This design comes from an exercise in tuning for small area and a short achievable clock period on the open sky130 flow, not from production work.
At most, simulation tests tie the RTL to the original design; equivalence was not proved.

==> flow/design.v (excerpt) <==
module conv_bn_act #(
    parameter DATA_WIDTH = 16
)(
    input  logic                  clk,
    input  logic                  rst_n,
    input  logic [DATA_WIDTH-1:0] in_data,
    input  logic                  in_valid,
    output logic                  in_ready,
    output logic [DATA_WIDTH-1:0] out_data,
    output logic                  out_valid,
    input  logic                  enable_bn,
    input  logic                  use_relu          
);
    logic [15:0] valu_y;
    logic        valu_y_valid;
    vector_alu valu_inst (
        .clk      (clk),
        .rst_n    (rst_n),
        .in_data  (in_data),
        .in_valid (in_valid),
        .in_ready (in_ready),
        .y        (valu_y),
        .y_valid  (valu_y_valid),
        .enable_bn(enable_bn)
    );
    activation_unit act_inst (
        .clk      (clk),
        .rst_n    (rst_n),
        .in_data  (valu_y),
        .in_valid (valu_y_valid),
        .out_data (out_data),
        .out_valid(out_valid),
        .use_relu (use_relu)
    );
endmodule
Size: about 2,400 cells after synthesis, roughly 23,000 µm² of cells after synthesis.
==> flow/config.mk <==
export PLATFORM = sky130hd
export DESIGN_NAME = conv_bn_act
export DESIGN_NICKNAME = conv_bn_act
export VERILOG_FILES = /design/flow/design.v
export SDC_FILE = /design/flow/constraint.sdc
export NUM_CORES = 4
export LEC_CHECK = 0
export CAP_MARGIN = 20
export CORE_MARGIN = 2
export CORE_UTILIZATION = 40
export SLEW_MARGIN = 20
==> flow/constraint.sdc <==
create_clock -name core_clock -period 18.0 [get_ports {clk}]
set_input_delay 3.6000 -clock core_clock [delete_from_list [all_inputs] [get_ports {clk}]]
set_output_delay 3.6000 -clock core_clock [all_outputs]
set_load 0.01 [all_outputs]
standard.sh (not shown) runs the stock make flow with config.mk's settings and CLKGATE_MAP_FILE= SYNTH_SCRIPT=/design/flow/synth_recipe.tcl, a recipe that flattens the netlist after the stock synthesis.
==> flow/flow/run.sh <==
#!/bin/bash
# Standard synthesis, then inverters around full adders folded into the adders'
# polarity (flow/invfold.py), then the standard layout from floorplan on.
set -euo pipefail
export SETUP_SLACK_MARGIN=11.5
here=$(pwd)
bash standard.sh synth > "$here/synth.log" 2>&1
R=orfs/results/${FLOW_PLATFORM}/conv_bn_act/base
cp "$R/1_2_yosys.v" "$here/1_2_yosys.std.v"
python3 flow/invfold.py "$here/1_2_yosys.std.v" "$R/1_2_yosys.v" > "$here/invfold.log" 2>&1
rm -f "$R/1_synth.odb" "$R/1_synth.sdc"
bash standard.sh > "$here/layout.log" 2>&1
Other scripts of this flow, unchanged in this note and not shown: flow/flow/invfold.py
==> next run, changes <==
--- a/flow/design.v
+++ b/flow/design.v
@@ -66,50 +66,28 @@
     end
     always_ff @(posedge clk) begin
         if (loading && in_valid) begin
             if (load_count == 4'd2) bn_gamma   <= in_data;
             if (load_count == 4'd3) bn_beta    <= in_data;
         end
     end
-    logic [16:0] xs;
-    logic [18:0] xe;
-    logic [8:0]  b_one, b_two, b_neg;
+    logic [16:0] x_q;
     logic [31:0] bb_q, mt, prod, p_q;
     logic        bn_q, bn2_q;
-    always_comb begin
-        if (cnt3)         xs = {w4[15], w4};
-        else if (take_w0) xs = {1'b0, bn_m[15:0]};
-        else              xs = {in_data[15], in_data};
-    end
-    assign xe = {xs[16], xs, 1'b0};
-    always_ff @(posedge clk) begin
-        for (int j = 0; j < 9; j++) begin
-            b_one[j] <= xe[2*j+1] ^ xe[2*j];
-            b_two[j] <= (xe[2*j+2] & ~xe[2*j+1] & ~xe[2*j]) | (~xe[2*j+2] & xe[2*j+1] & xe[2*j]);
-            b_neg[j] <= xe[2*j+2];
-        end
+    always_ff @(posedge clk) begin
+        if (cnt3)         x_q <= {w4[15], w4};
+        else if (take_w0) x_q <= {1'b0, bn_m[15:0]};
+        else              x_q <= {in_data[15], in_data};
         if (cnt3 || take_w0 || take_w4) bb_q <= {16'd0, bn_gamma};
         else if (enable_bn)             bb_q <= op_g ? prod : bn_g;
         else                            bb_q <= {{16{w4[15]}}, w4};
         bn_q <= take && enable_bn;
     end
-    logic [31:0] rows [9];
-    logic [31:0] negs;
-    always_comb begin
-        negs = '0;
-        for (int j = 0; j < 9; j++) begin
-            rows[j] = '0;
-            for (int k = 2 * j; k < 32; k++)
-                rows[j][k] = ((b_one[j] & bb_q[k-2*j]) | (b_two[j] & ((k > 2 * j) ? bb_q[(k-2*j+31)%32] : 1'b0))) ^ b_neg[j];
-            negs[2*j] = b_neg[j];
-        end
-    end
     assign mt   = bn_q ? bn_m : 32'd0;
-    assign prod = rows[0] + rows[1] + rows[2] + rows[3] + rows[4] + rows[5] + rows[6]
-                + rows[7] + rows[8] + negs - mt;
+    assign prod = x_q[15:0] * bb_q - (x_q[16] ? {bb_q[15:0], 16'd0} : 32'd0) - mt;
     always_ff @(posedge clk) begin
         if (op_g) bn_g <= prod;
         if (op_m) bn_m <= prod;
         else if (loading && in_valid && load_count == 4'd0) bn_m <= {16'd0, in_data};
         p_q   <= prod;
         bn2_q <= bn_q;
     end
@@ -151,19 +129,16 @@
             sq = sq + ({20'd0, a[i]} << (2 * i));
             for (int j = 0; j < 10; j++)
                 if (j > i) sq = sq + ({20'd0, a[i] & a[j]} << (i + j + 1));
         end
     end
     assign s = sq + ({11'd0, a} << 9) + ({11'd0, a} << 8)
              - (n ? ({11'd0, a} << 11) : 21'd0) + {1'b0, n, 19'd0};
-    logic [16:0] d1, d2;
     logic [15:0] q_hi;
-    assign d1   = {1'b0, in_data} - 17'd10923;
-    assign d2   = {1'b0, in_data} - 17'd21846;
-    assign q_hi = !d2[16] ? d2[15:0] : !d1[16] ? d1[15:0] : in_data;
+    assign q_hi = in_data - ((y >= 16'sd21846) ? 16'd21846 : (y >= 16'sd10923) ? 16'd10923 : 16'd0);
     logic [11:0] w_q;
     logic [15:0] v_q;
     logic        msel_q, n_q;
     always_ff @(posedge clk) begin
         w_q    <= s[20:9];
         n_q    <= n;
         msel_q <= !use_relu && mid;
Result: The new run passed the timing, DRC and antenna checks; final area grows by 6.1%; global-route usage shrinks by 0.93 points; critical path depth grows by 1; sequential share of layout area shrinks by 2.0 points; via count grows by 1.8%; register-to-register slack gains 0.07 ns; setup slack loses 0.026 ns; fmax shrinks by 0.39%; flip-flop and latch count shrinks by 9; area after synthesis grows by 8.0%.

---

Setup of red:
Another version of the RTL of conv_bn_act (not shown whole).
Size in the first run: ~2,400 cells after synthesis, ~39 I/O pins, about 24,000 sq um of cells after synthesis.
==> module activation_unit, before the edit <==
module activation_unit (
    input  logic        clk,
    input  logic        rst_n,
    input  logic [15:0] in_data,
    input  logic [9:0]  in_lo,       
    input  logic        in_neg,      
    input  logic        in_valid,
    output logic [15:0] out_data,
    output logic        out_valid,
    input  logic        use_relu
);
    logic signed [15:0] y;
    assign y = $signed(in_data);
    logic n, mid, hi;
    assign n   = y[15];
    assign mid = (y >= -16'sd767) && (y <= 16'sd768);
    assign hi  = (y >= 16'sd769) && (y <= 16'sd31999);
    logic [9:0]  a;
    logic        m;
    logic [20:0] sq, s;
    assign a = in_lo;
    assign m = in_neg;
    logic [9:0][20:0] sqrow;
    for (genvar i = 0; i < 10; i++) begin : g_sq
        assign sqrow[i] = ({20'd0, a[i]} << (2 * i)) | ((a[i] ? {11'd0, a >> (i + 1)} : 21'd0) << (2 * i + 2));
    end
    assign sq = sqrow[0] + sqrow[1] + sqrow[2] + sqrow[3] + sqrow[4]
              + sqrow[5] + sqrow[6] + sqrow[7] + sqrow[8] + sqrow[9];
    assign s = sq + ({11'd0, a} << 9) + ({11'd0, a} << 8)
             - (m ? ({11'd0, a} << 11) : 21'd0) + {1'b0, m, 19'd0};
    logic [16:0] d1, d2;
    logic [15:0] q_hi;
    assign d1   = {1'b0, in_data} - 17'd10923;
    assign d2   = {1'b0, in_data} - 17'd21846;
    assign q_hi = !d2[16] ? d2[15:0] : !d1[16] ? d1[15:0] : in_data;
    logic [11:0] w;
    assign w = s[20:9];
    localparam logic [12:0] EVEN = 13'b0_0101_0101_0101;
    logic [12:0] t0a, t0b, t1a, t1b, t2a, t2b;
    function automatic logic [25:0] add3v(input logic [12:0] p0, input logic [12:0] p1,
                                          input logic [12:0] q0, input logic [12:0] q1);
        add3v[12:0]  = (~p1 & ~p0 & q0) | (p0 & ~q1 & ~q0) | (p1 & q1);
        add3v[25:13] = (~p1 & ~p0 & q1) | (p1 & ~q1 & ~q0) | (p0 & q0);
    endfunction
    assign t0a = {1'b0, w} & EVEN;
    assign t0b = {1'b0, w} & ~EVEN;
    assign {t1b, t1a} = add3v(t0a, t0b, t0a >> 1, t0b >> 1);
    assign {t2b, t2a} = add3v(t1a, t1b, t1a >> 2, t1b >> 2);
    logic [11:1] t2a_q, t2b_q;      
    logic [9:0]  w_q;
    logic [15:0] v_q;
    logic        msel_q, n_q;
    always_ff @(posedge clk) begin
        t2a_q  <= t2a[11:1];
        t2b_q  <= t2b[11:1];
        w_q    <= w[9:0];
        n_q    <= m;
        msel_q <= !use_relu && mid;
        v_q    <= use_relu ? (n ? 16'd0 : in_data) : (hi ? q_hi : 16'd0);
    end
    always_ff @(posedge clk or negedge rst_n) begin
        if (!rst_n) out_valid <= 1'b0;
        else        out_valid <= in_valid;
    end
    logic [12:0] t3a, t3b, t4a, t4b, r0, r1;
    logic [9:0]  d3;
    logic [12:0] t2ar, t2br;
    assign t2ar = {1'b0, t2a_q, 1'b0};
    assign t2br = {1'b0, t2b_q, 1'b0};
    assign {t3b, t3a} = add3v(t2ar, t2br, t2ar >> 4, t2br >> 4);
    assign {t4b, t4a} = add3v(t3a, t3b, t3a >> 8, t3b >> 8);
    assign r0 = (t4a & EVEN) | (t4b & ~EVEN);
    assign r1 = (t4b & EVEN) | (t4a & ~EVEN);
    assign d3 = r1[10:1] | (r0[10:1] & w_q);
    assign out_data = msel_q ? {n_q ? 6'h0a : 6'h00, n_q ? 2'b10 : d3[9:8], d3[7:0]} : v_q;
endmodule
==> flow/config.mk <==
export PLATFORM = sky130hd
export DESIGN_NAME = conv_bn_act
export DESIGN_NICKNAME = conv_bn_act
export VERILOG_FILES = /design/flow/design.v
export SDC_FILE = /design/flow/constraint.sdc
export NUM_CORES = 4
export LEC_CHECK = 0
export CAP_MARGIN = 20
export CORE_MARGIN = 2
export CORE_UTILIZATION = 40
export SLEW_MARGIN = 20
==> flow/constraint.sdc <==
create_clock -name core_clock -period 18.0 [get_ports {clk}]
set_input_delay 3.6000 -clock core_clock [delete_from_list [all_inputs] [get_ports {clk}]]
set_output_delay 3.6000 -clock core_clock [all_outputs]
set_load 0.01 [all_outputs]
==> flow/flow/run.sh <==
#!/bin/bash
# Standard synthesis, then inverters around full adders folded into the adders'
# polarity (flow/invfold.py), then the standard layout from floorplan on, with
# timing repair aiming at a setup slack of SETUP_SLACK_MARGIN.
set -euo pipefail
export SETUP_SLACK_MARGIN=11.8
here=$(pwd)
bash standard.sh synth > "$here/synth.log" 2>&1
R=orfs/results/${FLOW_PLATFORM}/conv_bn_act/base
cp "$R/1_2_yosys.v" "$here/1_2_yosys.std.v"
python3 flow/invfold.py "$here/1_2_yosys.std.v" "$R/1_2_yosys.v" > "$here/invfold.log" 2>&1
rm -f "$R/1_synth.odb" "$R/1_synth.sdc"
bash standard.sh > "$here/layout.log" 2>&1
Other scripts of this flow, unchanged in this note and not shown: flow/flow/invfold.py
#### Input delta (blue over red)
diff --git a/flow/design.v b/flow/design.v
--- a/flow/design.v
+++ b/flow/design.v
@@ -167,17 +167,14 @@
     logic [11:0] w;
     assign w = s[20:9];
     localparam logic [12:0] EVEN = 13'b0_0101_0101_0101;
     logic [12:0] t0a, t0b, t1a, t1b, t2a, t2b;
-    function automatic logic [25:0] add3v(input logic [12:0] p0, input logic [12:0] p1,
-                                          input logic [12:0] q0, input logic [12:0] q1);
-        add3v[12:0]  = (~p1 & ~p0 & q0) | (p0 & ~q1 & ~q0) | (p1 & q1);
-        add3v[25:13] = (~p1 & ~p0 & q1) | (p1 & ~q1 & ~q0) | (p0 & q0);
-    endfunction
     assign t0a = {1'b0, w} & EVEN;
     assign t0b = {1'b0, w} & ~EVEN;
-    assign {t1b, t1a} = add3v(t0a, t0b, t0a >> 1, t0b >> 1);
-    assign {t2b, t2a} = add3v(t1a, t1b, t1a >> 2, t1b >> 2);
+    assign t1a = (~t0b & ~t0a & (t0a >> 1)) | (t0a & ~(t0b >> 1) & ~(t0a >> 1)) | (t0b & (t0b >> 1));
+    assign t1b = (~t0b & ~t0a & (t0b >> 1)) | (t0b & ~(t0b >> 1) & ~(t0a >> 1)) | (t0a & (t0a >> 1));
+    assign t2a = (~t1b & ~t1a & (t1a >> 2)) | (t1a & ~(t1b >> 2) & ~(t1a >> 2)) | (t1b & (t1b >> 2));
+    assign t2b = (~t1b & ~t1a & (t1b >> 2)) | (t1b & ~(t1b >> 2) & ~(t1a >> 2)) | (t1a & (t1a >> 2));
     logic [11:1] t2a_q, t2b_q;      
     logic [9:0]  w_q;
     logic [15:0] v_q;
     logic        msel_q, n_q;
@@ -192,18 +189,24 @@
     always_ff @(posedge clk or negedge rst_n) begin
         if (!rst_n) out_valid <= 1'b0;
         else        out_valid <= in_valid;
     end
-    logic [12:0] t3a, t3b, t4a, t4b, r0, r1;
+    logic [12:0] t3a, t3b, t4a, t4b;
     logic [9:0]  d3;
     logic [12:0] t2ar, t2br;
     assign t2ar = {1'b0, t2a_q, 1'b0};
     assign t2br = {1'b0, t2b_q, 1'b0};
-    assign {t3b, t3a} = add3v(t2ar, t2br, t2ar >> 4, t2br >> 4);
-    assign {t4b, t4a} = add3v(t3a, t3b, t3a >> 8, t3b >> 8);
-    assign r0 = (t4a & EVEN) | (t4b & ~EVEN);
-    assign r1 = (t4b & EVEN) | (t4a & ~EVEN);
-    assign d3 = r1[10:1] | (r0[10:1] & w_q);
+    assign t3a = (~t2br & ~t2ar & (t2ar >> 4)) | (t2ar & ~(t2br >> 4) & ~(t2ar >> 4)) | (t2br & (t2br >> 4));
+    assign t3b = (~t2br & ~t2ar & (t2br >> 4)) | (t2br & ~(t2br >> 4) & ~(t2ar >> 4)) | (t2ar & (t2ar >> 4));
+    assign t4a = (~t3b & ~t3a & (t3a >> 8)) | (t3a & ~(t3b >> 8) & ~(t3a >> 8)) | (t3b & (t3b >> 8));
+    assign t4b = (~t3b & ~t3a & (t3b >> 8)) | (t3b & ~(t3b >> 8) & ~(t3a >> 8)) | (t3a & (t3a >> 8));
+    for (genvar i = 0; i < 10; i++) begin : g_d3
+        if (i % 2) begin : g_even      
+            assign d3[i] = t4b[i+1] | (t4a[i+1] & w_q[i]);
+        end else begin : g_odd
+            assign d3[i] = t4a[i+1] | (t4b[i+1] & w_q[i]);
+        end
+    end
     assign out_data = msel_q ? {n_q ? 6'h0a : 6'h00, n_q ? 2'b10 : d3[9:8], d3[7:0]} : v_q;
 endmodule
 module conv_bn_act #(
     parameter DATA_WIDTH = 16
Results
Taking red as the reference point, the final instance area of blue falls by 1.4%.
Compared with red, in blue fmax held steady; total wire length after detailed routing rose by 3.3%; sequential cell area did not really move.
In blue, the routed via count divided by cell count came out 0.083 above the value in red.
red → blue: number of nets produced by synthesis went up.
When blue is set beside red, its initial core utilization turns out to be 0.31 points smaller.
From red to blue the numbers moved as follows: cell count stayed essentially flat, count of instances resized after the clock tree is built fell by 11.
Only the layout flow was run in red; the RTL was not checked for function there.

what the ideal ports hide:
Ports are ideal in the flow. The routed layouts listed here were re-timed in OpenROAD. Step 1, drivers: a clkbuf_16 drives clk and a buf_2 each remaining input, both assumed. Step 2 times the ports against the registers' clock, not the clock port: input delays grow and output delays shrink by t, the midpoint of the rising clock arrivals with the driver on. a / b / c = ideal / step 1 / step 2; a / b = the first two.
| run | shift t [ns] | slack for setup (ns) | hold slack, ns | cell pins on the clock port's net |
|---|---|---|---|---|
| the first run of note 1 | 0.629 | 11.473 / 11.414 / 11.291 | 0.358 / 0.358 / 0.358 | 1 |
| the second run of note 1 | 0.593 | 11.447 / 11.390 / 11.665 | 0.362 / 0.362 / 0.362 | 1 |
| red | 0.657 | 11.863 / 11.806 / 11.592 | 0.347 / 0.347 / 0.347 | 1 |
| blue | 0.651 | 11.871 / 11.810 / 11.527 | 0.353 / 0.353 / 0.353 | 1 |
After both steps every run listed still meets setup and hold. The setup slack of blue, which loses most, moves by -0.061 ns with the drivers and by -0.344 ns with both steps.
